What follows belongs to an exercise in optimizing a design on an open flow for small area and a short achievable clock period; a production flow would make more cautious choices. Function was checked by simulation only, so behaviour that the tests miss may differ from the original. Power figures rest on the tool's default switching activity, not on a simulated workload.

$ cat flow/run.sh
#!/bin/bash
# Standard synthesis, then the standard layout with plain buf_1 port buffers
# and the clock tree options below.
set -euo pipefail
bash standard.sh synth > synth.log 2>&1
bash standard.sh "BUFFER_PORTS_ARGS=-buffer_cell sky130_fd_sc_hd__buf_1" "CTS_ARGS=-sink_clustering_enable -repair_clock_nets -dont_use_dummy_load -buf_list sky130_fd_sc_hd__clkbuf_8 -root_buf sky130_fd_sc_hd__clkbuf_16" finish > layout.log 2>&1
$ cat standard.sh
#!/bin/bash
# synth_recipe.tcl (not shown) runs the flow's synth.tcl, then flattens the netlist and writes it again
# the make line also repeats each setting of config.mk as NAME=value (left out here)
make -C /OpenROAD-flow-scripts/flow DESIGN_CONFIG=/design/flow/config.mk WORK_HOME=/design/flow/orfs CLKGATE_MAP_FILE= SYNTH_SCRIPT=/design/flow/synth_recipe.tcl "${@:-finish}"
$ cat config.mk
export PLATFORM = sky130hd
export DESIGN_NAME = AXI4StreamMaster
export DESIGN_NICKNAME = AXI4StreamMaster
export VERILOG_FILES = /design/flow/design.v
export SDC_FILE = /design/flow/constraint.sdc
export NUM_CORES = 4
export LEC_CHECK = 0
export CAP_MARGIN = 20
export CORE_MARGIN = 2
export CORE_UTILIZATION = 40
export SETUP_SLACK_MARGIN = 2.65
export SLEW_MARGIN = 20
$ cat constraint.sdc
create_clock -name core_clock -period 4.5 [get_ports {clock}]
set_input_delay 0.9000 -clock core_clock [delete_from_list [all_inputs] [get_ports {clock}]]
set_output_delay 0.9000 -clock core_clock [all_outputs]
set_load 0.01 [all_outputs]
$ cat design.v
module AXI4StreamMaster (
    clock,
    resetn,
    TDATA, TLAST, TID, TDEST, TVALID, TREADY,
    S_AXI_AWADDR, S_AXI_AWPROT, S_AXI_AWVALID, S_AXI_AWREADY,
    S_AXI_WDATA, S_AXI_WSTRB, S_AXI_WVALID, S_AXI_WREADY,
    S_AXI_BRESP, S_AXI_BVALID, S_AXI_BREADY,
    S_AXI_ARADDR, S_AXI_ARPROT, S_AXI_ARVALID, S_AXI_ARREADY,
    S_AXI_RDATA, S_AXI_RRESP, S_AXI_RVALID, S_AXI_RREADY
);
input  logic [4:0]  S_AXI_AWADDR;
input  logic [2:0]  S_AXI_AWPROT;
input  logic        S_AXI_AWVALID;
output logic        S_AXI_AWREADY;
input  logic [31:0] S_AXI_WDATA;
input  logic [3:0]  S_AXI_WSTRB;
input  logic        S_AXI_WVALID;
output logic        S_AXI_WREADY;
output logic [1:0]  S_AXI_BRESP;
output logic        S_AXI_BVALID;
input  logic        S_AXI_BREADY;
input  logic [4:0]  S_AXI_ARADDR;
input  logic [2:0]  S_AXI_ARPROT;
input  logic        S_AXI_ARVALID;
output logic        S_AXI_ARREADY;
output logic [31:0] S_AXI_RDATA;
output logic [1:0]  S_AXI_RRESP;
output logic        S_AXI_RVALID;
input  logic        S_AXI_RREADY;
input  logic        clock;
input  logic        resetn;
output logic [31:0] TDATA;
output logic        TLAST;
output logic [1:0]  TID;
output logic [1:0]  TDEST;
output logic        TVALID;
input  logic        TREADY;
logic [31:0] reg_control;
logic [31:0] reg_num_bytes;
logic [1:0]  dest_lo;
logic [31:2] dest_hi;
logic        ctrl_wr, dest_wr, nb_wr;
logic        wready;
logic        sel_ctrl, sel_nb, sel_dest;
logic        bvalid;
logic        rvalid;
logic [31:0] rdata;
logic        start;
logic        busy;
logic        busy_next;
logic [31:0] cnt;
wire aw_hs = S_AXI_AWVALID & ~wready;
wire w_hs  = S_AXI_WVALID & wready;
wire we_ctrl = w_hs & sel_ctrl;
wire we_nb   = w_hs & sel_nb;
wire we_dest = w_hs & sel_dest;
assign S_AXI_AWREADY = ~wready;
assign S_AXI_WREADY  = wready;
assign S_AXI_BVALID  = bvalid;
assign S_AXI_BRESP   = 2'b00;
assign S_AXI_ARREADY = ~rvalid;
assign S_AXI_RVALID  = rvalid;
assign S_AXI_RDATA   = rdata;
assign S_AXI_RRESP   = 2'b00;
always_ff @(posedge clock) begin
    if (!resetn) begin
        wready <= 1'b0;
        bvalid <= 1'b0;
        rvalid <= 1'b0;
        start  <= 1'b0;
        busy   <= 1'b0;
        ctrl_wr <= 1'b0;
        dest_wr <= 1'b0;
        nb_wr   <= 1'b0;
        dest_lo <= 2'b00;
    end else begin
        wready <= wready ? ~S_AXI_WVALID : S_AXI_AWVALID;
        bvalid <= w_hs | (bvalid & ~S_AXI_BREADY);
        rvalid <= rvalid ? ~S_AXI_RREADY : S_AXI_ARVALID;
        start  <= we_ctrl & S_AXI_WDATA[0];
        busy   <= busy_next;
        if (we_ctrl) ctrl_wr <= 1'b1;
        if (we_dest) dest_wr <= 1'b1;
        if (we_nb)   nb_wr <= 1'b1;
        if (we_dest) dest_lo <= S_AXI_WDATA[1:0];
    end
end
always_ff @(posedge clock) begin
    if (aw_hs) begin
        sel_ctrl <= (S_AXI_AWADDR == 5'h00);
        sel_nb   <= (S_AXI_AWADDR == 5'h10);
        sel_dest <= (S_AXI_AWADDR == 5'h14);
    end
    if (we_ctrl) reg_control <= S_AXI_WDATA;
    if (we_nb)   reg_num_bytes <= S_AXI_WDATA;
    if (we_dest) dest_hi <= S_AXI_WDATA[31:2];
end
wire ar_ctrl = (S_AXI_ARADDR == 5'h00) & ctrl_wr;
wire ar_stat = (S_AXI_ARADDR == 5'h04);
wire ar_nb   = (S_AXI_ARADDR == 5'h10) & nb_wr;
wire ar_dest = (S_AXI_ARADDR == 5'h14) & dest_wr;
wire [31:0] rd_val = ({32{ar_ctrl}} & reg_control)
                   | ({32{ar_nb}}   & reg_num_bytes)
                   | ({32{ar_dest}} & {dest_hi, dest_lo})
                   | {31'b0, ar_stat & busy};
always_ff @(posedge clock) begin
    if (!rvalid) rdata <= rd_val;
end
wire inc = busy & TREADY;
wire [31:0] cnt_p1 = cnt + 32'd1;
always_ff @(posedge clock) begin
    if (start)    cnt <= '0;
    else if (inc) cnt <= cnt_p1;
end
function automatic logic hi_ok(input logic [31:0] a, input logic [31:0] b, input int lo, input int hi);
    hi_ok = 1'b1;
    for (int i = lo; i <= hi; i++)
        hi_ok = hi_ok & ((a[i] ^ b[i]) == (a[i-1] & ~b[i-1]));
endfunction
function automatic logic lo_ok(input logic [31:0] a, input logic [31:0] b, input logic two);
    lo_ok = two ? ((a[0] == b[0]) & (a[1] != b[1]))
                : ((a[0] != b[0]) & ((a[1] ^ b[1]) == (a[0] & ~b[0])));
endfunction
wire [31:0] Kq = {2'b00, reg_num_bytes[31:2]};
wire [31:0] Kw = {2'b00, S_AXI_WDATA[31:2]};
wire k_is_1 = (Kq == 32'd1);
wire ones_hi = &cnt[31:2];
wire m_reg = start ? (nb_wr & k_is_1)
           : nb_wr ? (hi_ok(cnt, Kq, 2, 31) & lo_ok(cnt, Kq, inc))
           : (ones_hi & cnt[1] & (cnt[0] ^ inc));
logic tlast_a, tlast_b;
assign busy_next = start | (busy & ~(TLAST & TREADY));
always_ff @(posedge clock) begin
    tlast_a <= ~we_nb | hi_ok(cnt, Kw, 17, 31);
    tlast_b <= busy_next & (we_nb ? (hi_ok(cnt, Kw, 2, 16) & lo_ok(cnt, Kw, inc)) : m_reg);
end
assign TVALID = busy;
assign TDATA  = cnt;
assign TLAST  = tlast_a & tlast_b;
assign TDEST  = dest_lo;
assign TID    = 2'b00;
endmodule
==> impl_metrics.ini, run 1 <==
[logic_synthesis]
synth-edff-count = 129
synth_cell_types = 45
yosysTopAreaCell = edfxtp_1
yosys-top-cells-area = edfxtp_1 48%, dfxtp_1 11%, ha_1 9.5%, xor2_1 6.0%, inv_1 4.5%
ys.flop_type = edfxtp_1
ys_seq_area_frac = 0.584
avgSynthCellArea_um2 = 12.5
yosysWarnings = 1
netlist_area_um2 = 8140
yosysTopAreaCellShare = 0.476
async_reset_ff_frac = 0
syn_inst = 653
synth-seq-cells = 173

[min_path]
hold_depth = 1
min_to = dest_wr
hold_start = dest_wr
hold_path.class = flop to flop

[cells_and_area]
ff_latch_area_um2 = 4870
final_cell_mix = 129 x edfxtp_1, 86 x inv_1, 58 x buf_1, 49 x xor2_1, 48 x ha_1
multi_input_area_um2 = 3290
nFillCells = 1798
area_delta_synth_final_pct = 24.1
layout_commonest_cell = edfxtp_1
drive_above_1_share = 0.274
final_area_um2 = 10100
fin_nets = 942
diodes = 0

[sta]
setup_slack_ns = 2.58
slew_viol_final = 0
finalSetupTns_ns = 0
finalClockSkew_ns = 0.0307
min_period_ns = 1.92
fmax_ghz = 0.522
max_slew_margin = 0.658
tightest_slew_ns = 0.512
rsz0062_at_grt = yes
hold_ws_ns = 0.478
hold_viol_final = 0
finalSetupViolations = 0
finalCritPeriodShare = 0.426

[setup_path]
critPathKind = input pin to flop
crit_path_cell_trace = buf_6 -> inv_4 -> ha_4 -> xor2_2 -> o21ai_2 -> nor4_2 -> a31oi_1 -> a211oi_1
max_stage_delay_ns = 0.30
worst-path-max-fanout = 4
cp-end-kind = flop
cp-start-kind = input pin
cp.required_ns = 4.78
reg2reg_setup_slack_ns = 2.66
arrival_ns = 2.20
crit_slowest_cell = nor4_2
r2r_start = reg_num_bytes[11]
r2r-end = tlast_b
reg2reg_depth = 7

[clock_network]
cts_tree = built
htreeDepth = 4
cts.path.max_buffers = 2
numCtsBuffers = 17
clk_pin_slew_ns = 0.09
clk_latency_ns = 0.38
cts_sinks = 173
hold_buffers = 0
clock-root-buffer = clkbuf_16

[grt]
antenna_found_initial = 0
grt_max_degree = 36
grt_pass1_wl_um = 29600
grt_pass1_vias = 5231
track_usage = 0.181
grt.overflow.total = 0

[die]
die_w_um = 147
pin_count = 139
initial_utilization = 0.405
rows = 52
dieHeight_um = 147
dieArea_um2 = 21500
coreArea_um2 = 20100

[pwr]
p_comb_frac = 0.077
clkPwrFrac = 0.296
p_leak_nw = 4.34
power_w = 0.00281
p_sw_frac = 0.221
power_density_nw_per_um2 = 278
ir_worst_vdd_v = 0.000180
p_sw_w = 0.000622
p_int_w = 0.00219
p_seq_frac = 0.627

[drt]
ant_nets = 0
vias = 5535
routed_wl_um = 19500
wl_met3_um = 1040
drt_iter0_markers = 477
topRoutingLayerUsed = met4
drc = 0
firstDrtPassIters = 7
routed_via_density = 5.09
route.met2.wl_um = 9030
met1Wirelength_um = 9180
drt-wirelength-per-cell_um = 18.0

[placed_design]
place_congestion = 0.882
dp_slack_ns = 2.01
hpwlAfterDp_um = 13700
place_area_um2 = 8930
portBuffers = 122

[job]
max_cap_violations = 0

[run_status]
status = timing/DRC/antenna clean
## repair_timing
item | CTS | global route
pin swaps | 8 | 37
setup endpoints to repair | 146 | 72
gates cloned | 1 | 0
setup buffers | 10 | 28
resized for setup | 109 | 100
## cell families after synthesis
kind of cell             synth area share
flip-flops                          0.584
adder cells (fa/ha/maj)            0.0953
AND/OR/NAND/NOR                     0.106
buffers and inverters              0.0607
other                            0.000461
XOR/XNOR                           0.0904
multiplexers                      0.00369
AO/OA/AOI/OAI                      0.0593
## area by class of cell
class,count,area share
Sequential cell,173,0.483
Timing Repair inverter,1,0.000743
Clock buffer,17,0.0243
Tap cell,270,0.0335
Timing Repair Buffer,167,0.0963
Inverter,97,0.0373
Multi-Input combinational cell,363,0.325
## metrics by stage
| stage | std cells | util |
|---|---|---|
| after floorplan | 658 | - |
| after global placement | 1032 | 0.444 |
| after detailed placement | 1032 | 0.444 |
| after CTS | 1060 | 0.471 |
| after global routing | 1088 | 0.502 |
| final | 1088 | 0.502 |
## layer usage
metal	up-vias	global-route usage
li1	2666	-
met1	2705	0.254
met2	146	0.285
met3	18	0.0400
met4	0	0.0481
met5	-	0
## critical path, delay by kind of cell
| family | cells | cell delay (ns) |
|---|---|---|
| compound gates | 3 | 0.45 |
| simple gates | 1 | 0.30 |
| buf+inv | 2 | 0.12 |
| xor+xnor | 1 | 0.16 |
| fa+ha+maj | 1 | 0.26 |
## state kept, by name (all words and copies together) (netlist names)
signal,flops
rdata,32
tlast_a,1
dest_wr,1
sel_ctrl,1
sel_dest,1
bvalid,1
sel_nb,1
rvalid,1
busy,1
ctrl_wr,1
reg_control,32
nb_wr,1
tlast_b,1
dest_hi,30
cnt,32
reg_num_bytes,32
dest_lo,2
wready,1
start,1
## cell usage after synthesis, types with 2 or more instances
library cell  count
o21ai_0          12
mux2i_1           3
clkbuf_1         15
and4_1            3
nor3_1            4
a21oi_1           9
edfxtp_1        129
nor3_4            2
nand3_4           2
nor4_1           15
ha_1             62
buf_4             7
or3_1             6
a222oi_1         31
nand2_1          16
o21a_1            4
and2_1            3
buf_2             2
nand4_1          25
dfxtp_1          44
nand3_1          13
xor2_1           56
xnor2_1          28
and3_1            6
nor2_1           34
nand2b_1          2
nor2b_1           6
inv_1            97
## how the worst max path moves through the flow
stage,start,endpoint,cells past startpoint
floorplan,S_AXI_ARADDR[0],rdata[22],6
global placement,TREADY,cnt[14],6
detailed placement,S_AXI_WDATA[18],tlast_b,8
CTS,S_AXI_WDATA[3],tlast_b,8
global route,S_AXI_WDATA[13],tlast_b,8
finish,S_AXI_WDATA[11],tlast_b,8
## power groups by stage
stage / sequential (W) / combinational [W] / clock [W]
after CTS: 0.00176 / 0.000186 / 0.000852
after floorplan: 0.00182 / 0.0000936 / 0
after global placement: 0.00181 / 0.000173 / 0
after detailed placement: 0.00181 / 0.000177 / 0
after global routing: 0.00177 / 0.000240 / 0.000908
final: 0.00176 / 0.000216 / 0.000831
==> run 2, diff against run 1 <==
--- a/config.mk
+++ b/config.mk
@@ -9,4 +9,4 @@
 export CORE_MARGIN = 2
 export CORE_UTILIZATION = 40
-export SETUP_SLACK_MARGIN = 2.65
+export SETUP_SLACK_MARGIN = 2.5
 export SLEW_MARGIN = 20
==> run 2 against run 1 <==
Compared with the run above: routed wire length shrank 1.2%; flip-flop and latch count is the same; critical path type is now flop to primary output; still clean on timing, DRC and antenna; sequential share of layout area rose by 2.3 points; die area unchanged; power down 0.21%; hold slack worse by 0.012 ns; synthesized cell count is the same; maximum frequency is 8.4% lower; clock skew barely moved.
==> impl_metrics.ini, run 2 <==
[pwr]
p_leak_nw = 3.96
p_comb_frac = 0.069
p_sw_w = 0.000616
p_sw_frac = 0.220
ir_worst_vdd_v = 0.000179
p_seq_frac = 0.635
p_int_w = 0.00219
clkPwrFrac = 0.296
power_density_nw_per_um2 = 296

[placed_design]
place_congestion = 0.886
dp_slack_ns = 1.90
hpwlAfterDp_um = 13700
portBuffers = 122
place_area_um2 = 8890

[grt]
grt.overflow.total = 0
grt_max_degree = 36
antenna_found_initial = 0
grt_pass1_vias = 5244
grt_pass1_wl_um = 29500
track_usage = 0.180

[min_path]
hold_path.class = flop to flop

[setup_path]
startpoint = rvalid
worst-path-max-fanout = 18
endpoint = S_AXI_ARREADY
crit_path_cell_trace = inv_2 -> buf_12 -> buf_1
reg2reg_depth = 5
r2r-end = tlast_b
r2r_start = reg_num_bytes[6]
cp-end-kind = primary output
crit_slowest_cell = dfxtp_1
max_stage_delay_ns = 0.33
cp-start-kind = flop
reg2reg_setup_slack_ns = 2.54
cp.required_ns = 3.60
arrival_ns = 1.19
critPathKind = flop to primary output

[cells_and_area]
fin_nets = 911
final_cell_mix = 129 x edfxtp_1, 106 x buf_1, 89 x inv_1, 53 x ha_1, 52 x xor2_1
nFillCells = 1862
postLayoutCoreUtil = 0.472
layout_commonest_cell = edfxtp_1
drive_above_1_share = 0.146
final_area_um2 = 9480
diodes = 0
area_delta_synth_final_pct = 16.5

[clock_network]
numCtsBuffers = 17
clock-root-buffer = clkbuf_16
cts_sinks = 173
clk_pin_slew_ns = 0.10
cts.path.max_buffers = 2
htreeDepth = 4
clk_latency_ns = 0.39
cts_tree = built
hold_buffers = 0

[drt]
firstDrtPassIters = 5
ant_nets = 0
drt-wirelength-per-cell_um = 18.3
routed_wl_um = 19300
routed_via_density = 5.07
drc = 0
vias = 5359
drt_iter0_markers = 461

[die]
initial_utilization = 0.405
rows = 52
dieHeight_um = 147
dieArea_um2 = 21500
die_w_um = 147
coreArea_um2 = 20100
pin_count = 139

[logic_synthesis]
ys_seq_area_frac = 0.584
synth-edff-count = 129
yosys-top-cells-area = edfxtp_1 48%, dfxtp_1 11%, ha_1 9.5%, xor2_1 6.0%, inv_1 4.5%
synth-seq-cells = 173
async_reset_ff_frac = 0
netlist_area_um2 = 8140
yosysWarnings = 1
syn_inst = 653
yosysTopAreaCellShare = 0.476
yosysTopAreaCell = edfxtp_1
avgSynthCellArea_um2 = 12.5
synth.most_common_cell = edfxtp_1
synth_cell_types = 45
ys_top_cells_by_count = 129 x edfxtp_1, 97 x inv_1, 62 x ha_1
ys.flop_type = edfxtp_1

[sta]
max_slew_margin = 0.629
slew_viol_final = 0
fmax_ghz = 0.478
setup_slack_ns = 2.41
finalCritPeriodShare = 0.465
rsz0062_at_grt = yes
finalSetupViolations = 0
hold_viol_final = 0
tightest_slew_ns = 0.551
min_period_ns = 2.09
finalClockSkew_ns = 0.0303
finalSetupTns_ns = 0

[run_status]
status = timing/DRC/antenna clean

[job]
max_cap_violations = 0
-- run 2: logic make-up (layout without fill, tap and decap cells) --
| group | count (synthesis) | in the layout | synth area share |
|---|---|---|---|
| xor+xnor | 84 | 84 | 0.0904 |
| fa+ha+maj | 62 | 62 | 0.0953 |
| compound gates | 61 | 61 | 0.0593 |
| buf+inv | 122 | 251 | 0.0607 |
| flops | 173 | 173 | 0.584 |
| simple gates | 147 | 147 | 0.106 |
| mux | 3 | 3 | 0.00369 |
| other cells | 1 | 6 | 0.000461 |
-- run 2: worst min path at each step --
stage | from | end | slack, ns | cells past startpoint
after floorplan | dest_wr | dest_wr | 0.43 | 1
after global placement | dest_wr | dest_wr | 0.44 | 1
after detailed placement | dest_wr | dest_wr | 0.45 | 1
after CTS | dest_wr | dest_wr | 0.47 | 1
after global routing | dest_wr | dest_wr | 0.49 | 1
final | dest_wr | dest_wr | 0.47 | 1
-- run 2: metrics by stage --
stage / instances / power, W / hold slack (ns)
CTS: 1051 / 0.00281 / 0.471
finish: 1057 / 0.00280 / 0.466
global route: 1057 / 0.00290 / 0.491
floorplan: 658 / 0.00191 / 0.433
detailed placement: 1032 / 0.00199 / 0.448
global placement: 1032 / 0.00199 / 0.442
-- run 2: worst max-delay path, delay by kind of cell (launching register included) --
family,cells,cell delay [ns]
buffers and inverters,3,0.47
flip-flops,1,0.33
-- run 2: power groups by stage --
stage | registers (W) | clock network [W] | logic (W)
2_1_floorplan | 0.00182 | 0 | 0.0000924
3_5_place_dp | 0.00181 | 0 | 0.000174
6_report | 0.00178 | 0.000831 | 0.000193
3_3_place_gp | 0.00181 | 0 | 0.000172
5_1_grt | 0.00178 | 0.000901 | 0.000216
4_1_cts | 0.00178 | 0.000851 | 0.000180
-- run 2: layout make-up --
class	instances	area (um2)	area share
flip-flops and latches	173	4790	0.505
multi-input cells	363	3080	0.325
repair buffers	136	651	0.0686
inverters	97	370	0.0391
well taps	270	338	0.0356
clock buffers	17	245	0.0259
repair inverters	1	7.51	0.000792
-- run 2: timing repair --
item,CTS,global route
cloned,1,1
gates resized for setup,24,71
pin swaps,3,16
endpoints found under the setup margin,67,71
setup buffers,1,5
hold endpoints to repair,0,0
-- run 2: layer usage --
layer	vias to the layer above	share of wire	track usage	wire, um
met5	-	0	0	0
met4	0	0.013	0.0505	252
met3	18	0.055	0.0400	1070
met2	157	0.47	0.287	9140
met1	2582	0.46	0.249	8840
li1	2602	-	-	-
==> run 3, diff against run 2 <==
==> flow/run.sh (replaced) <==
#!/bin/bash
# Standard synthesis, then the standard layout with plain buf_1 port buffers
# and the clock tree options below.
set -euo pipefail
bash standard.sh synth > synth.log 2>&1
bash standard.sh "BUFFER_PORTS_ARGS=-buffer_cell sky130_fd_sc_hd__buf_1" "CTS_ARGS=-sink_clustering_enable -repair_clock_nets -dont_use_dummy_load" finish > layout.log 2>&1
--- a/config.mk
+++ b/config.mk
@@ -9,4 +9,4 @@
 export CORE_MARGIN = 2
 export CORE_UTILIZATION = 40
-export SETUP_SLACK_MARGIN = 2.5
+export SETUP_SLACK_MARGIN = 2.55
 export SLEW_MARGIN = 20
==> run 3 against run 2 <==
Compared with the run above: still clean; sequential power barely moved; via count increased by 0.24%; flip-flop and latch count unchanged; critical path depth grew 2; first-iteration DRC count fell by 3.5%; non-clock buffer count unchanged; power rose by 11%; critical endpoint is now tlast_b.
==> impl_metrics.ini, run 3 <==
[grt]
top_usage_layer = met2
grt_max_degree = 36
met3_usage = 0.0353
grt_pass1_vias = 5177
grtUsageMet1 = 0.262
antenna_found_initial = 0
grt_pass1_wl_um = 29500
track_usage = 0.182
grt.overflow.total = 0
grt_util_met2 = 0.277

[setup_path]
reg2reg_setup_slack_ns = 2.56
reg2reg_depth = 5
startpoint = reg_num_bytes[20]
endpoint = tlast_b
arrival_ns = 2.26
r2r_start = reg_num_bytes[20]
critPathKind = flop to flop
cp-end-kind = flop
cp_top_family = compound AO/OA/AOI/OAI gates
crit_slowest_cell = edfxtp_1
crit_path_cell_trace = nor4b_1 -> nand4_1 -> o21ai_0 -> a41oi_1 -> a211oi_1
cp.buffers_inverters = 0
max_stage_delay_ns = 0.47
cp-start-kind = flop
cp.required_ns = 4.83
path_depth = 5
r2r-end = tlast_b
worst-path-max-fanout = 3

[sta]
slew_viol_final = 0
finalSetupViolations = 0
finalCritPeriodShare = 0.431
min_period_ns = 1.94
rsz0062_at_grt = yes
finalClockSkew_ns = 0.0136
fmax_ghz = 0.516
finalSetupTns_ns = 0
hold_viol_final = 0
max_slew_margin = 0.420
tightest_slew_ns = 0.871

[die]
coreArea_um2 = 20100
initial_utilization = 0.405
dieArea_um2 = 21500
rows = 52
die_w_um = 147
pin_count = 139
dieHeight_um = 147

[run_status]
status = timing/DRC/antenna clean

[placed_design]
place_area_um2 = 8910
portBuffers = 122
place_congestion = 0.878
hpwlAfterDp_um = 13700

[logic_synthesis]
synth-seq-cells = 173
syn_inst = 653
yosys-top-cells-area = edfxtp_1 48%, dfxtp_1 11%, ha_1 9.5%, xor2_1 6.0%, inv_1 4.5%
ys_top_cells_by_count = 129 x edfxtp_1, 97 x inv_1, 62 x ha_1
yosysTopAreaCell = edfxtp_1
avgSynthCellArea_um2 = 12.5
synth_cell_types = 45
netlist_area_um2 = 8140
ys_seq_area_frac = 0.584
ys.flop_type = edfxtp_1
async_reset_ff_frac = 0
yosysTopAreaCellShare = 0.476
yosysWarnings = 1
synth.most_common_cell = edfxtp_1
synth-edff-count = 129

[job]
max_cap_violations = 0

[clock_network]
cts_tree = built
htreeDepth = 4
cts_sinks = 173
clk_latency_ns = 0.43
numCtsBuffers = 17
cts.path.max_buffers = 2
hold_buffers = 0
clock-root-buffer = clkbuf_16
clk_pin_slew_ns = 0.06

[cells_and_area]
final_area_um2 = 9610
fin_nets = 911
nFillCells = 1833
diodes = 0
layout_commonest_cell = edfxtp_1
drive_above_1_share = 0.149
final_cell_mix = 129 x edfxtp_1, 96 x buf_1, 93 x inv_1, 60 x ha_1, 55 x xor2_1
ff_latch_area_um2 = 4840
area_delta_synth_final_pct = 18.1
multi_input_area_um2 = 3000

[drt]
vias = 5372
routed_via_density = 5.08
drt-wirelength-per-cell_um = 18.0
drt_iter0_markers = 445
ant_nets = 0
drc = 0
firstDrtPassIters = 7
routed_wl_um = 19000

[min_path]
hold_path.class = flop to flop
hold_depth = 1

[pwr]
power_density_nw_per_um2 = 325
p_leak_nw = 4.09
ir_worst_vdd_v = 0.000233
-- run 3: cell counts after synthesis --
No cell type changed its count.
-- run 3: stage by stage --
step                power [W]  worst slack (ns)  utilization  instances  hold WS [ns]
floorplan             0.00192              2.53            -        658         0.433
global placement      0.00199              1.96        0.443       1032         0.442
detailed placement    0.00199              1.93        0.443       1032         0.446
CTS                   0.00316              2.50        0.472       1051         0.461
global route          0.00324              2.47        0.478       1057         0.468
finish                0.00312              2.56        0.478       1057         0.459
-- run 3: kinds of logic after synthesis --
kind of cell,count (synthesis),synth area share
DFF,173,0.584
and+or+nand+nor,147,0.106
buffers and inverters,122,0.0607
xor gates and xnor gates,84,0.0904
adders and majority gates,62,0.0953
AOI/OAI and AO/OA,61,0.0593
muxes,3,0.00369
other,1,0.000461
-- run 3: worst min-delay path by stage --
stage | startpoint | end | slack, ns
3_5_place_dp | dest_wr | dest_wr | 0.45
4_1_cts | dest_wr | dest_wr | 0.46
3_3_place_gp | dest_wr | dest_wr | 0.44
2_1_floorplan | dest_wr | dest_wr | 0.43
5_1_grt | dest_wr | dest_wr | 0.47
6_report | dest_wr | dest_wr | 0.46
-- run 3: layout make-up --
| class | instances | share of cell area |
|---|---|---|
| Clock buffer | 17 | 0.0443 |
| Inverter | 97 | 0.0387 |
| Multi-Input combinational cell | 363 | 0.312 |
| Sequential cell | 173 | 0.504 |
| Tap cell | 270 | 0.0351 |
| Timing Repair Buffer | 136 | 0.0655 |
| Timing Repair inverter | 1 | 0.000781 |
-- run 3: power breakdown --
| group | internal (W) | leakage, nW | switching [W] | total (W) |
|---|---|---|---|---|
| registers | 0.00175 | 1.62 | 0.0000259 | 0.00177 |
| logic | 0.0000688 | 2.27 | 0.000112 | 0.000181 |
| clock network | 0.000655 | 0.209 | 0.000514 | 0.00117 |
-- run 3: metal layers --
metal	routed length (um)	vias to the layer above	part of all wire
met3	960	20	0.050
met2	8660	153	0.46
met5	0	-	0
met4	344	0	0.018
li1	-	2617	-
met1	9060	2582	0.48
-- run 3: what timing repair did --
action                                  CTS  global route
buffers inserted                          1             6
gates resized for setup                  72            27
pin swaps                                13             5
gates cloned                              1             0
hold endpoints to repair                  0             0
endpoints found under the setup margin   76            65
==> run 4, diff against run 3 <==
--- a/config.mk
+++ b/config.mk
@@ -8,5 +8,5 @@
 export CAP_MARGIN = 20
 export CORE_MARGIN = 2
-export CORE_UTILIZATION = 40
-export SETUP_SLACK_MARGIN = 2.55
+export CORE_UTILIZATION = 55
+export SETUP_SLACK_MARGIN = 2.5
 export SLEW_MARGIN = 20
==> run 4 against run 3 <==
Compared with the run above: global-route usage increased by 6.5 points; combinational power about the same; highest routed layer unchanged; hold slack improved by 0.00073 ns; flip-flop and latch count unchanged; still clean; clock skew increased by 0.0090 ns; final cell count decreased by 8.2%; maximum frequency decreased by 2.5%; core utilization increased by 17 points; critical path type is now input pin to flop.
==> impl_metrics.ini, run 4 <==
[grt]
grt.overflow.total = 0
grt_pass1_wl_um = 29200
antenna_found_initial = 0
track_usage = 0.247
grt_max_degree = 36
grt_pass1_vias = 5397

[drt]
routed_wl_um = 19300
vias = 5553
drt-wirelength-per-cell_um = 19.9
routed_via_density = 5.72
drc = 0
firstDrtPassIters = 5
ant_nets = 0
drt_iter0_markers = 579

[logic_synthesis]
syn_inst = 653
yosysTopAreaCellShare = 0.476
netlist_area_um2 = 8140
yosysTopAreaCell = edfxtp_1
synth-seq-cells = 173
yosys-top-cells-area = edfxtp_1 48%, dfxtp_1 11%, ha_1 9.5%, xor2_1 6.0%, inv_1 4.5%
async_reset_ff_frac = 0
ys_top_cells_by_count = 129 x edfxtp_1, 97 x inv_1, 62 x ha_1
ys_seq_area_frac = 0.584
synth-edff-count = 129
ys.flop_type = edfxtp_1
synth_cell_types = 45
avgSynthCellArea_um2 = 12.5
yosysWarnings = 1
synth.most_common_cell = edfxtp_1

[cells_and_area]
final_cell_mix = 129 x edfxtp_1, 113 x buf_1, 96 x inv_1, 61 x ha_1, 55 x xor2_1
nFillCells = 1136
multi_input_area_um2 = 2960
fin_nets = 910
diodes = 0
area_delta_synth_final_pct = 15.3
drive_above_1_share = 0.109
ff_latch_area_um2 = 4800
layout_commonest_cell = edfxtp_1

[pwr]
clkPwrFrac = 0.373
p_leak_nw = 4.02
power_density_nw_per_um2 = 334
power_w = 0.00313
ir_worst_vdd_v = 0.000248
p_comb_frac = 0.058
p_sw_w = 0.000656
p_seq_frac = 0.569
p_sw_frac = 0.209
p_int_w = 0.00248

[placed_design]
dp_slack_ns = 1.86
portBuffers = 122
place_congestion = 0.918
hpwlAfterDp_um = 13300

[clock_network]
cts.path.max_buffers = 2
htreeDepth = 4
hold_buffers = 0
clk_pin_slew_ns = 0.06
cts_tree = built
numCtsBuffers = 17
cts_sinks = 173
clk_latency_ns = 0.43
clock-root-buffer = clkbuf_16

[die]
rows = 44
dieHeight_um = 126
pin_count = 139
coreArea_um2 = 14500
initial_utilization = 0.562
dieArea_um2 = 15800
die_w_um = 126

[sta]
min_period_ns = 1.99
setup_slack_ns = 2.51
slew_viol_final = 0
hold_viol_final = 0
finalClockSkew_ns = 0.0226
rsz0062_at_grt = yes
max_slew_margin = 0.603
finalCritPeriodShare = 0.442
fmax_ghz = 0.503
tightest_slew_ns = 0.596
finalSetupViolations = 0
finalSetupTns_ns = 0

[job]
max_cap_violations = 0

[setup_path]
worst-path-max-fanout = 4
crit_slowest_cell = ha_1
cp-start-kind = input pin
cp_top_family = compound AO/OA/AOI/OAI gates
max_stage_delay_ns = 0.28
arrival_ns = 2.32
cp.required_ns = 4.83
cp-end-kind = flop
critPathKind = input pin to flop
cp.buffers_inverters = 2
crit_path_cell_trace = clkbuf_2 -> inv_1 -> ha_1 -> xor2_1 -> nand4_1 -> nor4_2 -> a31oi_1 -> a211oi_1

[run_status]
status = timing/DRC/antenna clean

[min_path]
hold_path.class = flop to flop
-- run 4: cell counts after synthesis --
Identical to the previous run, type by type.
-- run 4: worst register-to-register path: cells and delay by family, from the launching register on --
| kind | cells | cell delay, ns |
|---|---|---|
| flops | 1 | 0.44 |
| xor+xnor | 1 | 0.17 |
| compound gates | 1 | 0.26 |
| simple gates | 3 | 0.62 |
| fa+ha+maj | 1 | 0.29 |
| buf+inv | 1 | 0.07 |
-- run 4: worst paths after layout --
kind                                         from  endpoint  slack [ns]  cells past startpoint
worst max register to register  reg_num_bytes[12]   tlast_b        2.56                      7
worst min register to register            dest_wr   dest_wr        0.46                      1
worst max-delay path              S_AXI_WDATA[13]   tlast_b        2.51                      8
worst min-delay path                      dest_wr   dest_wr        0.46                      1
-- run 4: per-stage QoR --
step	hold WS (ns)	instances	area [um2]	util
after floorplan	0.433	658	8180	-
after global placement	0.442	946	8790	0.607
after detailed placement	0.446	946	8790	0.607
after CTS	0.462	965	9270	0.640
after global routing	0.505	970	9380	0.648
final	0.460	970	9380	0.648
-- run 4: final cells by class --
class                           instances  share of cell area
Timing Repair Buffer                  135              0.0635
Sequential cell                       173               0.511
Tap cell                              184              0.0245
Clock buffer                           17              0.0453
Timing Repair inverter                  1            0.000800
Inverter                               97              0.0392
Multi-Input combinational cell        363               0.315
-- run 4: timing repair --
item / 4_1_cts / 5_1_grt
gates resized for setup: 26 / 22
pin swaps: 4 / 6
setup buffers: 1 / 5
gates cloned: 1 / 0
setup endpoints to repair: 62 / 88
-- run 4: power by group through the flow --
stage / Clock (W) / Sequential (W) / Combinational (W)
2_1_floorplan: 0 / 0.00182 / 0.0000924
3_3_place_gp: 0 / 0.00181 / 0.000171
3_5_place_dp: 0 / 0.00182 / 0.000175
4_1_cts: 0.00119 / 0.00178 / 0.000179
5_1_grt: 0.00124 / 0.00179 / 0.000201
6_report: 0.00117 / 0.00178 / 0.000181
-- run 4: routing by layer --
metal / track usage / vias to the layer above / share of wire / routed length, um
li1: - / 2608 / - / -
met1: 0.361 / 2692 / 0.46 / 8840
met2: 0.375 / 225 / 0.45 / 8670
met3: 0.0446 / 28 / 0.069 / 1330
met4: 0.0863 / 0 / 0.022 / 420
met5: 0 / - / 0 / 0
-- run 4: cell families after synthesis --
family,Yosys count,synth area share
other,1,0.000461
multiplexers,3,0.00369
flip-flops,173,0.584
buffers and inverters,122,0.0607
XOR/XNOR,84,0.0904
AND/OR/NAND/NOR,147,0.106
AO/OA/AOI/OAI,61,0.0593
adder cells (fa/ha/maj),62,0.0953
==> run 5, diff against run 4 <==
--- a/config.mk
+++ b/config.mk
@@ -8,5 +8,6 @@
 export CAP_MARGIN = 20
 export CORE_MARGIN = 2
-export CORE_UTILIZATION = 55
-export SETUP_SLACK_MARGIN = 2.5
+export CORE_UTILIZATION = 40
+export SETUP_SLACK_MARGIN = 2.6
 export SLEW_MARGIN = 20
+export TNS_END_PERCENT = 0
==> run 5 against run 4 <==
Compared with the run above: worst setup slack better by 0.046 ns; final cell count increased by 8.8%; critical endpoint unchanged; die area increased by 36%; maximum frequency grew 2.4%; global-route usage decreased by 6.4 points; critical path depth is the same; design area rose by 2.1%; critical path type unchanged; clock power is essentially flat; routed wire length is 0.95% higher; still clean on timing, DRC and antenna.
==> impl_metrics.ini, run 5 <==
[drt]
firstDrtPassIters = 6
routed_wl_um = 19400
routed_via_density = 5.09
drt-wirelength-per-cell_um = 18.4
drc = 0
drt_iter0_markers = 500
vias = 5369
ant_nets = 0

[setup_path]
cp-start-kind = input pin
cp-end-kind = flop
arrival_ns = 2.27
cp.required_ns = 4.83
critPathKind = input pin to flop
worst-path-max-fanout = 4

[sta]
hold_viol_final = 0
min_period_ns = 1.94
finalCritPeriodShare = 0.431
finalSetupTns_ns = 0
max_slew_margin = 0.398
slew_viol_final = 0
fmax_ghz = 0.515
finalSetupViolations = 0
rsz0062_at_grt = yes
tightest_slew_ns = 0.904
finalClockSkew_ns = 0.0141

[cells_and_area]
multi_input_area_um2 = 3000
area_delta_synth_final_pct = 17.7
final_cell_mix = 129 x edfxtp_1, 106 x buf_1, 94 x inv_1, 59 x ha_1, 55 x xor2_1
ff_latch_area_um2 = 4810
fin_nets = 909
layout_commonest_cell = edfxtp_1
drive_above_1_share = 0.132
stdcell_count = 1055
nFillCells = 1843
diodes = 0

[logic_synthesis]
ys_top_cells_by_count = 129 x edfxtp_1, 97 x inv_1, 62 x ha_1
synth_cell_types = 45
synth.most_common_cell = edfxtp_1
yosysWarnings = 1
yosysTopAreaCellShare = 0.476
avgSynthCellArea_um2 = 12.5
synth-edff-count = 129
yosysTopAreaCell = edfxtp_1
ys_seq_area_frac = 0.584
synth-seq-cells = 173
netlist_area_um2 = 8140
yosys-top-cells-area = edfxtp_1 48%, dfxtp_1 11%, ha_1 9.5%, xor2_1 6.0%, inv_1 4.5%
ys.flop_type = edfxtp_1
async_reset_ff_frac = 0
syn_inst = 653

[clock_network]
clk_pin_slew_ns = 0.06
clock-root-buffer = clkbuf_16
clk_latency_ns = 0.42
cts_tree = built
numCtsBuffers = 17
cts_sinks = 173
cts.path.max_buffers = 2
htreeDepth = 4

[die]
rows = 52
pin_count = 139
initial_utilization = 0.405
coreArea_um2 = 20100
dieArea_um2 = 21500
dieHeight_um = 147
die_w_um = 147

[grt]
grt.overflow.total = 0
antenna_found_initial = 0
grt_pass1_wl_um = 29800
grt_max_degree = 36
grt_pass1_vias = 5262
track_usage = 0.183

[placed_design]
place_congestion = 0.882
dpl.cell_count = 1033
hpwlAfterDp_um = 13700
portBuffers = 122

[pwr]
power_density_nw_per_um2 = 328
power_w = 0.00314
ir_worst_vdd_v = 0.000228
p_leak_nw = 4.05

[min_path]
hold_path.class = flop to flop

[run_status]
status = timing/DRC/antenna clean

[job]
max_cap_violations = 0
[run 5: changes by cell type in the layout (fill, tap and decap cells not counted), moves of 2 or more]
cell and delta:
nor4_2 +2, inv_1 -2, clkbuf_2 +5, buf_6 +2, dfxtp_1 -3, buf_1 -7
ha_1 -2, ha_4 +2, nor4_1 -2, dfxtp_4 +4
[run 5: worst max-delay path, stage by stage]
cell and delay [ns]:
buf_4 0.13, inv_2 0.06, ha_4 0.20, xor2_2 0.21, nand4_1 0.15, nor4_2 0.27, a31oi_1 0.17, a211oi_2 0.18
[run 5: kinds of logic after synthesis]
family                     Yosys count  synth area share
DFF                                173             0.584
and+or+nand+nor                    147             0.106
buffers and inverters              122            0.0607
xor gates and xnor gates            84            0.0904
adders and majority gates           62            0.0953
AOI/OAI and AO/OA                   61            0.0593
muxes                                3           0.00369
other                                1          0.000461
[run 5: layer usage]
layer,share of wire,global-route usage,vias to the layer above,wire [um]
met3,0.048,0.0372,15,928
met1,0.47,0.263,2597,9200
met4,0.013,0.0481,0,252
met5,0,0,-,0
li1,-,-,2612,-
met2,0.47,0.283,145,9060
[run 5: final cells by class]
class | count | share of cell area
Multi-Input combinational cell | 363 | 0.313
Clock buffer | 17 | 0.0444
Timing Repair Buffer | 135 | 0.0664
Tap cell | 270 | 0.0353
Sequential cell | 173 | 0.502
Inverter | 97 | 0.0387
[run 5: power breakdown]
group,switching [W],internal [W]
combinational,0.000116,0.0000758
clock,0.000515,0.000656
sequential,0.0000257,0.00175
[run 5: what timing repair did]
action,CTS,global route
endpoints found under the hold margin,0,0
gates cloned,1,0
setup buffers,2,2
gates resized for setup,21,59
setup endpoints to repair,103,144
pin swaps,3,12
hold buffers,0,0
[run 5: through the flow]
step           utilization  hold slack [ns]  setup slack, ns  instance area, um2
2_1_floorplan            -            0.433             2.35                8160
3_3_place_gp         0.442            0.443             1.94                8890
3_5_place_dp         0.442            0.448             1.88                8890
4_1_cts              0.468            0.464             2.46                9410
5_1_grt              0.476            0.490             2.50                9580
6_report             0.476            0.459             2.56                9580
[run 5: worst paths after layout]
kind | startpoint | endpoint | slack (ns) | cells after the start
worst min register to register | dest_wr | dest_wr | 0.46 | 1
worst max register to register | reg_num_bytes[4] | tlast_b | 2.58 | 7
worst min-delay path | dest_wr | dest_wr | 0.46 | 1
worst max-delay path | S_AXI_WDATA[18] | tlast_b | 2.56 | 8
==> run 6, diff against run 5 <==
--- a/config.mk
+++ b/config.mk
@@ -9,5 +9,4 @@
 export CORE_MARGIN = 2
 export CORE_UTILIZATION = 40
-export SETUP_SLACK_MARGIN = 2.6
+export SETUP_SLACK_MARGIN = 2.45
 export SLEW_MARGIN = 20
-export TNS_END_PERCENT = 0
==> run 6 against run 5 <==
Compared with the run above: still clean; die area stayed put; non-clock buffer count stayed put; synthesized cell count stayed put; critical path depth is 7 lower; hold slack worse by 0.0015 ns; critical path type is now flop to primary output; critical endpoint is now TDATA[22]; highest routed layer unchanged.
==> impl_metrics.ini, run 6 <==
[sta]
finalSetupTns_ns = 0
hold_viol_final = 0
finalSetupViolations = 0
max_slew_margin = 0.414
slew_viol_final = 0
tightest_slew_ns = 0.879
min_period_ns = 2.02
finalCritPeriodShare = 0.448
fmax_ghz = 0.496
rsz0062_at_grt = no
setup_slack_ns = 2.48
finalClockSkew_ns = 0.0176

[pwr]
power_density_nw_per_um2 = 331
ir_worst_vdd_v = 0.000232
p_leak_nw = 4.02
power_w = 0.00314

[die]
dieArea_um2 = 21500
coreArea_um2 = 20100
initial_utilization = 0.405
die_w_um = 147
dieHeight_um = 147
pin_count = 139
rows = 52

[cells_and_area]
area_delta_synth_final_pct = 16.5
final_cell_mix = 129 x edfxtp_1, 115 x buf_1, 95 x inv_1, 62 x ha_1, 53 x xor2_1
fin_nets = 910
layout_commonest_cell = edfxtp_1
nFillCells = 1853
postLayoutCoreUtil = 0.472
diodes = 0
drive_above_1_share = 0.102

[clock_network]
htreeDepth = 4
cts_sinks = 173
cts_tree = built
clk_pin_slew_ns = 0.07
clock-root-buffer = clkbuf_16
numCtsBuffers = 17
hold_buffers = 0
cts.path.max_buffers = 2
clk_latency_ns = 0.42

[drt]
drt_iter0_markers = 454
routed_wl_um = 19100
vias = 5358
drc = 0
ant_nets = 0
drt-wirelength-per-cell_um = 18.1
routed_via_density = 5.07
firstDrtPassIters = 5

[setup_path]
reg2reg_depth = 6
cp-start-kind = flop
cp_top_family = flip-flops
crit_path_cell_trace = buf_1
worst-path-max-fanout = 6
max_stage_delay_ns = 0.50
critPathKind = flop to primary output
crit_slowest_cell = dfxtp_1
cp.buffers_inverters = 1
arrival_ns = 1.12
path_depth = 1
cp.required_ns = 3.60
cp-end-kind = primary output

[logic_synthesis]
yosysTopAreaCellShare = 0.476
synth-edff-count = 129
yosysWarnings = 1
async_reset_ff_frac = 0
synth-seq-cells = 173
netlist_area_um2 = 8140
yosysTopAreaCell = edfxtp_1
syn_inst = 653
avgSynthCellArea_um2 = 12.5
synth.most_common_cell = edfxtp_1
ys_seq_area_frac = 0.584
ys_top_cells_by_count = 129 x edfxtp_1, 97 x inv_1, 62 x ha_1
synth_cell_types = 45
ys.flop_type = edfxtp_1
yosys-top-cells-area = edfxtp_1 48%, dfxtp_1 11%, ha_1 9.5%, xor2_1 6.0%, inv_1 4.5%

[job]
max_cap_violations = 0

[grt]
grt.overflow.total = 0
grt_max_degree = 36
track_usage = 0.180
grt_pass1_vias = 5221
antenna_found_initial = 0
grt_pass1_wl_um = 29400

[placed_design]
dp_slack_ns = 1.90
portBuffers = 122
hpwlAfterDp_um = 13700
place_congestion = 0.886

[min_path]
hold_depth = 1
hold_path.class = flop to flop

[run_status]
status = timing/DRC/antenna clean
run 6: cell counts after synthesis:
No cell type changed its count.
run 6: worst paths after layout:
check	start	slack, ns	end
max	cnt[22]	2.48	TDATA[22]
min	dest_wr	0.46	dest_wr
max reg2reg	cnt[25]	2.56	tlast_b
min reg2reg	dest_wr	0.46	dest_wr
run 6: cell type report:
cell class	count	area [um2]	area share
clock buffers	17	425	0.0448
multi-input cells	363	2960	0.312
repair buffers	135	602	0.0634
flip-flops and latches	173	4780	0.504
inverters	97	368	0.0388
well taps	270	338	0.0356
repair inverters	1	7.51	0.000791
run 6: what timing repair did:
item                       CTS  global route
pin swaps                    1             3
cloned                       1             1
setup endpoints to repair   49            50
resized for setup           19            25
buffers inserted             1             4
run 6: through the flow:
step                instances  area [um2]  hold WS, ns
floorplan                 658        8180        0.433
global placement         1032        8890        0.442
detailed placement       1032        8890        0.448
CTS                      1051        9380        0.464
global route             1056        9490        0.484
finish                   1056        9490        0.458
run 6: layer usage:
metal	global-route usage	up-vias	part of all wire
met2	0.287	141	0.48
met1	0.250	2599	0.46
met5	0	-	0
met4	0.0558	0	0.012
met3	0.0363	17	0.047
li1	-	2601	-
run 6: logic make-up after synthesis:
family / synth area share
other cells: 0.000461
simple gates: 0.106
xor+xnor: 0.0904
flops: 0.584
compound gates: 0.0593
mux: 0.00369
buf+inv: 0.0607
fa+ha+maj: 0.0953
run 6: where the power goes:
part / switching [W] / internal, W / leakage [nW]
Sequential: 0.0000249 / 0.00176 / 1.61
Clock: 0.000520 / 0.000656 / 0.209
Combinational: 0.000115 / 0.0000722 / 2.20
==> run 7, diff against run 6 <==
--- a/config.mk
+++ b/config.mk
@@ -9,4 +9,5 @@
 export CORE_MARGIN = 2
 export CORE_UTILIZATION = 40
-export SETUP_SLACK_MARGIN = 2.45
+export PLACE_DENSITY = 0.75
+export SETUP_SLACK_MARGIN = 2.5
 export SLEW_MARGIN = 20
==> run 7 against run 6 <==
Compared with the run above: via count grew 2.8%; still clean on timing, DRC and antenna; critical endpoint is now tlast_b; critical path type is now input pin to flop; critical path depth grew 7; global-route usage grew 0.47 points; clock-buffer cell count is the same; clock skew is essentially flat; hold slack gained 0.019 ns; area after synthesis is the same; non-clock buffer count shrank 3; power shrank 0.28%; sequential share of layout area shrank 0.074 points; die area is the same; worst setup slack lost 0.051 ns.
==> impl_metrics.ini, run 7 <==
[run_status]
status = timing/DRC/antenna clean

[logic_synthesis]
synth-compound-area-share = 0.0593
avgSynthCellArea_um2 = 12.5
synth_top_family_by_area = simple AND/OR/NAND/NOR gates
post_synth_xor_area_fraction = 0.0904
synth_cell_types = 45
synth.mux.area_fraction = 0.00369
yosysWarnings = 1
ys_top_cells_by_count = 129 x edfxtp_1, 97 x inv_1, 62 x ha_1
synth.most_common_cell = edfxtp_1
netlist_area_um2 = 8140
yosysTopAreaCellShare = 0.476
synth-seq-cells = 173
yosysTopAreaCell = edfxtp_1
synth-edff-count = 129
yosys.area_share.simple = 0.106
synthAdderAreaFrac = 0.0953
ys_seq_area_frac = 0.584
syn_inst = 653
async_reset_ff_frac = 0
ys.flop_type = edfxtp_1
yosys-top-cells-area = edfxtp_1 48%, dfxtp_1 11%, ha_1 9.5%, xor2_1 6.0%, inv_1 4.5%

[drt]
drt-wirelength-per-cell_um = 18.5
drc = 0
ant_nets = 0
vias = 5510
routed_wl_um = 19500
drt_iter0_markers = 564
routed_via_density = 5.23
firstDrtPassIters = 8

[placed_design]
place_congestion = 0.866
portBuffers = 122
hpwlAfterDp_um = 14100
dp_slack_ns = 1.55

[sta]
finalSetupViolations = 0
max_slew_margin = 0.410
finalCritPeriodShare = 0.460
fmax_ghz = 0.483
min_period_ns = 2.07
finalClockSkew_ns = 0.0175
finalSetupTns_ns = 0
setup_slack_ns = 2.43
rsz0062_at_grt = yes
slew_viol_final = 0
tightest_slew_ns = 0.885
hold_viol_final = 0

[grt]
grt_pass1_wl_um = 30400
grt_util_met2 = 0.305
grt_pass1_vias = 5531
grtUsageMet1 = 0.239
grt.overflow.total = 0
antenna_found_initial = 0
grt_max_degree = 36
track_usage = 0.185
top_usage_layer = met2
met3_usage = 0.0472

[die]
pin_count = 139
dieArea_um2 = 21500
initial_utilization = 0.405
coreArea_um2 = 20100
dieHeight_um = 147
rows = 52
die_w_um = 147

[min_path]
min_to = bvalid
hold_path.class = flop to flop
hold_start = bvalid
hold_depth = 2

[clock_network]
cts_sinks = 173
htreeDepth = 4
clk_pin_slew_ns = 0.05
cts_tree = built
clk_latency_ns = 0.43
cts.path.max_buffers = 2
clock-root-buffer = clkbuf_16
numCtsBuffers = 17

[cells_and_area]
diodes = 0
drive_above_1_share = 0.132
final_cell_mix = 129 x edfxtp_1, 107 x buf_1, 92 x inv_1, 58 x ha_1, 52 x xor2_1
area_delta_synth_final_pct = 17.1
layout_commonest_cell = edfxtp_1
postLayoutCoreUtil = 0.474
fin_nets = 907

[pwr]
power_density_nw_per_um2 = 329
ir_worst_vdd_v = 0.000235
p_leak_nw = 4.02

[setup_path]
reg2reg_depth = 7
r2r-end = tlast_b
arrival_ns = 2.42
reg2reg_setup_slack_ns = 2.59
cp-end-kind = flop
cp-start-kind = input pin
cp.required_ns = 4.85
r2r_start = reg_num_bytes[4]
worst-path-max-fanout = 4
critPathKind = input pin to flop

[job]
max_cap_violations = 0
run 7: cell types whose count changed in the layout (fill, tap and decap cells not counted), sizes merged:
cell | before | now
buf | 127 | 120
clkbuf | 25 | 29
run 7: routing by layer:
metal,part of all wire,wire length (um)
met3,0.074,1450
met5,0,0
met2,0.49,9600
met1,0.42,8130
met4,0.017,338
run 7: worst max-delay path by stage:
| stage | startpoint | endpoint | slack, ns | cells after the start |
|---|---|---|---|---|
| 2_1_floorplan | S_AXI_ARADDR[1] | rdata[0] | 2.50 | 6 |
| 4_1_cts | busy | TVALID | 2.48 | 1 |
| 5_1_grt | S_AXI_WDATA[4] | tlast_b | 2.37 | 8 |
| 3_3_place_gp | S_AXI_ARADDR[1] | rdata[20] | 1.59 | 7 |
| 3_5_place_dp | S_AXI_ARADDR[1] | rdata[13] | 1.55 | 7 |
| 6_report | S_AXI_WDATA[4] | tlast_b | 2.43 | 8 |
run 7: kinds of logic after synthesis:
family	after synthesis
and+or+nand+nor	147
buffers and inverters	122
AOI/OAI and AO/OA	61
muxes	3
other	1
xor gates and xnor gates	84
adders and majority gates	62
DFF	173
run 7: cell type report:
cell class | count | area, um2
flip-flops and latches | 173 | 4800
multi-input cells | 363 | 3040
repair inverters | 1 | 7.51
inverters | 97 | 368
repair buffers | 132 | 554
fillers | 1789 | 10600
clock buffers | 17 | 425
well taps | 270 | 338
run 7: timing repair:
item,4_1_cts,5_1_grt
hold buffers,0,0
setup endpoints to repair,108,42
resized for setup,36,36
endpoints found under the hold margin,0,0
pin swaps,6,9
gates cloned,1,0
buffers inserted,4,0
run 7: critical path, stage by stage:
cell and delay (ns):
clkbuf_2 0.12, inv_1 0.05, ha_1 0.29, xor2_1 0.14, nand4_1 0.14, nor4_2 0.38
a31oi_2 0.18, a211oi_2 0.20
run 7: report_power, final:
group	switching, W	internal, W
sequential	0.0000245	0.00176
combinational	0.000119	0.0000686
clock	0.000513	0.000655
total	0.000656	0.00248
run 7: metrics by stage:
step                      cells  instance area, um2  power (W)  hold WS, ns
final                      1053                9540    0.00314        0.477
after global routing       1053                9540    0.00324        0.522
after CTS                  1053                9420    0.00315        0.480
after detailed placement   1031                8880    0.00199        0.474
after global placement     1031                8880    0.00198        0.442
after floorplan             658                8180    0.00191        0.433
==> run 8, diff against run 7 <==
--- a/config.mk
+++ b/config.mk
@@ -6,8 +6,7 @@
 export NUM_CORES = 4
 export LEC_CHECK = 0
-export CAP_MARGIN = 20
+export CAP_MARGIN = 5
 export CORE_MARGIN = 2
 export CORE_UTILIZATION = 40
-export PLACE_DENSITY = 0.75
 export SETUP_SLACK_MARGIN = 2.5
-export SLEW_MARGIN = 20
+export SLEW_MARGIN = 5
==> run 8 against run 7 <==
Compared with the run above: still clean; area after synthesis is the same; power grew 0.28%; register-to-register slack is essentially flat; hold slack lost 0.018 ns; via count shrank 2.3%; die area is the same; maximum frequency grew 5.1%; synthesized cell count is the same; combinational power is essentially flat; flip-flop and latch count is the same; design area shrank 0.37%; core utilization shrank 0.17 points.
==> impl_metrics.ini, run 8 <==
[run_status]
status = timing/DRC/antenna clean

[cells_and_area]
stdcell_count = 1056
layout_commonest_cell = edfxtp_1
area_delta_synth_final_pct = 16.7
final_cell_mix = 129 x edfxtp_1, 116 x buf_1, 95 x inv_1, 62 x ha_1, 55 x xor2_1
fin_nets = 910
nFillCells = 1854
drive_above_1_share = 0.112
diodes = 0

[clock_network]
cts.path.max_buffers = 2
clk_latency_ns = 0.42
htreeDepth = 4
clock-root-buffer = clkbuf_16
clk_pin_slew_ns = 0.07
cts_tree = built
cts_sinks = 173
numCtsBuffers = 17

[sta]
finalClockSkew_ns = 0.0178
finalCritPeriodShare = 0.437
fmax_ghz = 0.508
hold_viol_final = 0
finalSetupViolations = 0
min_period_ns = 1.97
rsz0062_at_grt = yes
finalSetupTns_ns = 0
slew_viol_final = 0
tightest_slew_ns = 0.886
max_slew_margin = 0.409

[grt]
grt.overflow.total = 0
grt_max_degree = 36
grt_pass1_wl_um = 29800
antenna_found_initial = 0
track_usage = 0.184
grt_pass1_vias = 5253

[placed_design]
portBuffers = 122
place_congestion = 0.886
hpwlAfterDp_um = 13700
dpl.cell_count = 1032

[logic_synthesis]
avgSynthCellArea_um2 = 12.5
synth_cell_types = 45
synth-edff-count = 129
synth-seq-cells = 173
synth.most_common_cell = edfxtp_1
yosysTopAreaCellShare = 0.476
ys_top_cells_by_count = 129 x edfxtp_1, 97 x inv_1, 62 x ha_1
async_reset_ff_frac = 0
yosys-top-cells-area = edfxtp_1 48%, dfxtp_1 11%, ha_1 9.5%, xor2_1 6.0%, inv_1 4.5%
netlist_area_um2 = 8140
yosysWarnings = 1
ys.flop_type = edfxtp_1
ys_seq_area_frac = 0.584
yosysTopAreaCell = edfxtp_1
syn_inst = 653

[pwr]
p_leak_nw = 4.03
power_w = 0.00314
power_density_nw_per_um2 = 331
ir_worst_vdd_v = 0.000232

[min_path]
hold_path.class = flop to flop

[drt]
vias = 5386
drt-wirelength-per-cell_um = 18.1
firstDrtPassIters = 7
routed_via_density = 5.10
drc = 0
drt_iter0_markers = 407
routed_wl_um = 19200
ant_nets = 0

[die]
rows = 52
dieArea_um2 = 21500
initial_utilization = 0.405
coreArea_um2 = 20100
dieHeight_um = 147
pin_count = 139
die_w_um = 147

[setup_path]
reg2reg_depth = 5
cp.required_ns = 3.60
reg2reg_setup_slack_ns = 2.59
r2r-end = tlast_b
endpoint = TLAST
arrival_ns = 1.07
worst-path-max-fanout = 2
cp-end-kind = primary output
r2r_start = reg_num_bytes[6]
startpoint = tlast_b
cp-start-kind = flop
critPathKind = flop to primary output

[job]
max_cap_violations = 0
==> run 8: worst min-delay path by stage <==
stage / start / end / slack [ns] / cells past startpoint
6_report: dest_wr / dest_wr / 0.46 / 1
5_1_grt: dest_wr / dest_wr / 0.48 / 1
4_1_cts: dest_wr / dest_wr / 0.46 / 1
3_5_place_dp: dest_wr / dest_wr / 0.45 / 1
3_3_place_gp: dest_wr / dest_wr / 0.44 / 1
2_1_floorplan: dest_wr / dest_wr / 0.43 / 1
==> run 8: layout make-up <==
cell class | instances | area (um2) | share of cell area
flip-flops and latches | 173 | 4800 | 0.505
multi-input cells | 363 | 2950 | 0.311
repair buffers | 135 | 608 | 0.0640
clock buffers | 17 | 425 | 0.0448
inverters | 97 | 370 | 0.0390
well taps | 270 | 338 | 0.0356
repair inverters | 1 | 7.51 | 0.000790
==> run 8: kinds of logic after synthesis <==
group	after synthesis	share of synthesized area
XOR/XNOR	84	0.0904
adder cells (fa/ha/maj)	62	0.0953
AND/OR/NAND/NOR	147	0.106
flip-flops	173	0.584
AO/OA/AOI/OAI	61	0.0593
other	1	0.000461
multiplexers	3	0.00369
buffers and inverters	122	0.0607
==> run 8: where the power goes <==
| group | leakage, nW | internal, W | total (W) | switching, W |
|---|---|---|---|---|
| sequential | 1.61 | 0.00176 | 0.00178 | 0.0000251 |
| clock | 0.209 | 0.000656 | 0.00118 | 0.000521 |
| combinational | 2.21 | 0.0000712 | 0.000185 | 0.000114 |
==> run 8: worst max-delay path, stage by stage, from the launching register on <==
cell,delay [ns]
dfxtp_1,0.30
and2_1,0.19
buf_2,0.16
==> run 8: stage by stage <==
stage	util	area (um2)	hold WS [ns]	setup slack, ns
3_5_place_dp	0.442	8890	0.448	1.90
6_report	0.473	9500	0.459	2.53
5_1_grt	0.473	9500	0.484	2.46
3_3_place_gp	0.442	8890	0.442	1.93
2_1_floorplan	-	8180	0.433	2.50
4_1_cts	0.470	9450	0.464	2.42
==> run 8: routing by layer <==
metal / up-vias / wire length [um] / track usage
li1: 2610 / - / -
met1: 2587 / 8880 / 0.255
met2: 170 / 8970 / 0.291
met3: 19 / 1040 / 0.0363
met4: 0 / 273 / 0.0587
met5: - / 0 / 0
==> run 8: repair_timing <==
| item | CTS | global route |
|---|---|---|
| buffers inserted | 2 | 3 |
| setup endpoints to repair | 68 | 48 |
| pin swaps | 3 | 1 |
| hold endpoints to repair | 0 | 0 |
| gates resized for setup | 39 | 14 |
| hold buffers | 0 | 0 |
| cloned | 2 | 0 |
==> run 9, diff against run 8 <==
==> flow/run.sh (replaced) <==
#!/bin/bash
# Standard synthesis, then the standard layout with buf_2 port buffers
# and the clock tree options below.
set -euo pipefail
bash standard.sh synth > synth.log 2>&1
bash standard.sh "BUFFER_PORTS_ARGS=-buffer_cell sky130_fd_sc_hd__buf_2" "CTS_ARGS=-sink_clustering_enable -repair_clock_nets -dont_use_dummy_load" finish > layout.log 2>&1
--- a/config.mk
+++ b/config.mk
@@ -6,7 +6,7 @@
 export NUM_CORES = 4
 export LEC_CHECK = 0
-export CAP_MARGIN = 5
+export CAP_MARGIN = 20
 export CORE_MARGIN = 2
 export CORE_UTILIZATION = 40
 export SETUP_SLACK_MARGIN = 2.5
-export SLEW_MARGIN = 5
+export SLEW_MARGIN = 20
==> run 9 against run 8 <==
Compared with the run above: still clean on timing, DRC and antenna; combinational power is 9% higher; global-route usage up 0.66 points; maximum frequency fell by 1.7%; area after synthesis did not move; clock skew hardly changed; critical path type is now input pin to flop; critical endpoint is now tlast_b.
==> impl_metrics.ini, run 9 <==
[sta]
finalSetupTns_ns = 0
finalClockSkew_ns = 0.0182
setup_slack_ns = 2.50
slew_viol_final = 0
tightest_slew_ns = 0.921
finalCritPeriodShare = 0.445
max_slew_margin = 0.386
fmax_ghz = 0.500
finalSetupViolations = 0
rsz0062_at_grt = yes
hold_viol_final = 0
min_period_ns = 2.00

[cells_and_area]
area_delta_synth_final_pct = 18.6
diodes = 0
layout_commonest_cell = edfxtp_1
final_cell_mix = 129 x edfxtp_1, 121 x buf_2, 95 x inv_1, 62 x ha_1, 56 x xor2_1
drive_above_1_share = 0.260
stdcell_count = 1058
fin_nets = 912

[die]
coreArea_um2 = 20100
die_w_um = 147
rows = 52
dieArea_um2 = 21500
dieHeight_um = 147
pin_count = 139
initial_utilization = 0.405

[clock_network]
htreeDepth = 4
hold_buffers = 0
cts.path.max_buffers = 2
numCtsBuffers = 17
clk_latency_ns = 0.42
cts_sinks = 173
clk_pin_slew_ns = 0.06
clock-root-buffer = clkbuf_16
cts_tree = built

[drt]
drt-wirelength-per-cell_um = 19.0
firstDrtPassIters = 8
vias = 5521
drc = 0
routed_via_density = 5.22
ant_nets = 0
routed_wl_um = 20100
drt_iter0_markers = 437

[setup_path]
cp.required_ns = 4.82
crit_slowest_cell = ha_1
cp-end-kind = flop
arrival_ns = 2.32
critPathKind = input pin to flop
worst-path-max-fanout = 4
cp-start-kind = input pin
max_stage_delay_ns = 0.31
crit_path_cell_trace = buf_2 -> inv_1 -> ha_1 -> xor2_1 -> nand4_1 -> nor4_2 -> a31oi_1 -> a211oi_1

[min_path]
hold_path.class = flop to flop

[grt]
grt_max_degree = 36
grt_pass1_vias = 5557
grt.overflow.total = 0
track_usage = 0.190
antenna_found_initial = 0
grt_pass1_wl_um = 31200

[logic_synthesis]
yosysTopAreaCellShare = 0.476
yosys-top-cells-area = edfxtp_1 48%, dfxtp_1 11%, ha_1 9.5%, xor2_1 6.0%, inv_1 4.5%
ys.flop_type = edfxtp_1
ys_top_cells_by_count = 129 x edfxtp_1, 97 x inv_1, 62 x ha_1
yosysTopAreaCell = edfxtp_1
syn_inst = 653
synth.most_common_cell = edfxtp_1
synth_cell_types = 45
ys_seq_area_frac = 0.584
avgSynthCellArea_um2 = 12.5
synth-edff-count = 129
synth-seq-cells = 173
async_reset_ff_frac = 0
netlist_area_um2 = 8140
yosysWarnings = 1

[placed_design]
portBuffers = 122
dp_slack_ns = 1.50
place_congestion = 0.865
dpl.cell_count = 1032
hpwlAfterDp_um = 14500

[pwr]
power_density_nw_per_um2 = 327
ir_worst_vdd_v = 0.000252
p_leak_nw = 4.45

[job]
max_cap_violations = 0

[run_status]
status = timing/DRC/antenna clean
-- run 9: worst max-delay path: cells and delay by family --
kind            cells  cell delay [ns]
xor+xnor            1             0.23
simple gates        2             0.35
compound gates      2             0.35
fa+ha+maj           1             0.31
buf+inv             2             0.18
-- run 9: timing repair --
item                                    CTS  global route
resized for setup                        36            12
endpoints found under the setup margin   96            20
gates cloned                              2             0
pin swaps                                 3             1
setup buffers                             2             5
-- run 9: stage by stage --
step	area (um2)	utilization	power, W	hold WS (ns)
after floorplan	8180	-	0.00191	0.433
after detailed placement	9040	0.450	0.00200	0.471
after global placement	9040	0.450	0.00200	0.440
final	9660	0.480	0.00316	0.478
after CTS	9590	0.477	0.00318	0.481
after global routing	9660	0.480	0.00326	0.502
-- run 9: cells by family (layout without fill, tap and decap cells) --
kind of cell | after synthesis | count (layout) | share of synthesized area
DFF | 173 | 173 | 0.584
and+or+nand+nor | 147 | 147 | 0.106
adders and majority gates | 62 | 62 | 0.0953
muxes | 3 | 3 | 0.00369
xor gates and xnor gates | 84 | 84 | 0.0904
AOI/OAI and AO/OA | 61 | 61 | 0.0593
other | 1 | 6 | 0.000461
buffers and inverters | 122 | 252 | 0.0607
-- run 9: layout make-up --
| type | count | area (um2) |
|---|---|---|
| multi-input cells | 363 | 2940 |
| fillers | 1790 | 10400 |
| repair inverters | 1 | 7.51 |
| clock buffers | 17 | 425 |
| repair buffers | 137 | 774 |
| flip-flops and latches | 173 | 4800 |
| inverters | 97 | 370 |
| well taps | 270 | 338 |
-- run 9: worst paths after layout --
| path | startpoint | endpoint | slack [ns] | cells past startpoint |
|---|---|---|---|---|
| setup reg to reg | reg_num_bytes[20] | tlast_b | 2.61 | 5 |
| hold / removal | bvalid | bvalid | 0.48 | 2 |
| setup / recovery | S_AXI_WDATA[18] | tlast_b | 2.50 | 8 |
| hold reg to reg | bvalid | bvalid | 0.48 | 2 |
-- run 9: per-layer routing --
metal	GRT usage	wire, um
met1	0.262	9140
met2	0.314	9830
met3	0.0328	906
met4	0.0485	232
met5	0	0
-- run 9: power by group --
| part | switching, W | internal, W | leakage [nW] | total, W |
|---|---|---|---|---|
| combinational | 0.000116 | 0.0000844 | 2.63 | 0.000201 |
| sequential | 0.0000265 | 0.00176 | 1.61 | 0.00178 |
| clock | 0.000519 | 0.000656 | 0.209 | 0.00118 |

[afterwards: timing with drivers on the ports]
No port has a modelled driver above. Below, the same layouts with a new extraction and two added sets of constraints. Step 1: set_driving_cell puts a clkbuf_16 on clock and a buf_2 on each other input, an assumption about the parent block. Step 2 adds t to the input delays and takes it off the output delays; t is the mean of the earliest and latest rising clock arrival at the registers after step 1. Input paths then give back, and output paths get back, about the clock's delay inside the block. Slacks: ideal / step 1 / step 2; pairs: ideal / step 1.
run | shift t [ns] | slack for setup (ns) | worst hold slack (ns) | cell pins on the clock port's net
run 1 | 0.409 | 2.584 / 2.557 / 2.181 | 0.478 / 0.478 / 0.478 | 1
run 2 | 0.418 | 2.409 / 2.365 / 2.134 | 0.466 / 0.466 / 0.466 | 1
run 3 | 0.467 | 2.562 / 2.540 / 2.132 | 0.459 / 0.459 / 0.459 | 1
run 4 | 0.463 | 2.513 / 2.495 / 2.066 | 0.460 / 0.460 / 0.460 | 1
run 5 | 0.460 | 2.559 / 2.515 / 2.114 | 0.459 / 0.459 / 0.459 | 1
run 6 | 0.457 | 2.483 / 2.439 / 2.073 | 0.458 / 0.458 / 0.458 | 1
run 7 | 0.467 | 2.431 / 2.434 / 1.967 | 0.477 / 0.477 / 0.477 | 1
run 8 | 0.459 | 2.532 / 2.488 / 2.111 | 0.459 / 0.459 / 0.459 | 1
run 9 | 0.460 | 2.498 / 2.508 / 2.060 | 0.478 / 0.478 / 0.478 | 1
After both steps setup and hold are still met in every run listed. For run 7, which loses most, drivers alone change the setup slack by +0.003 ns; drivers and shift together by -0.464 ns.
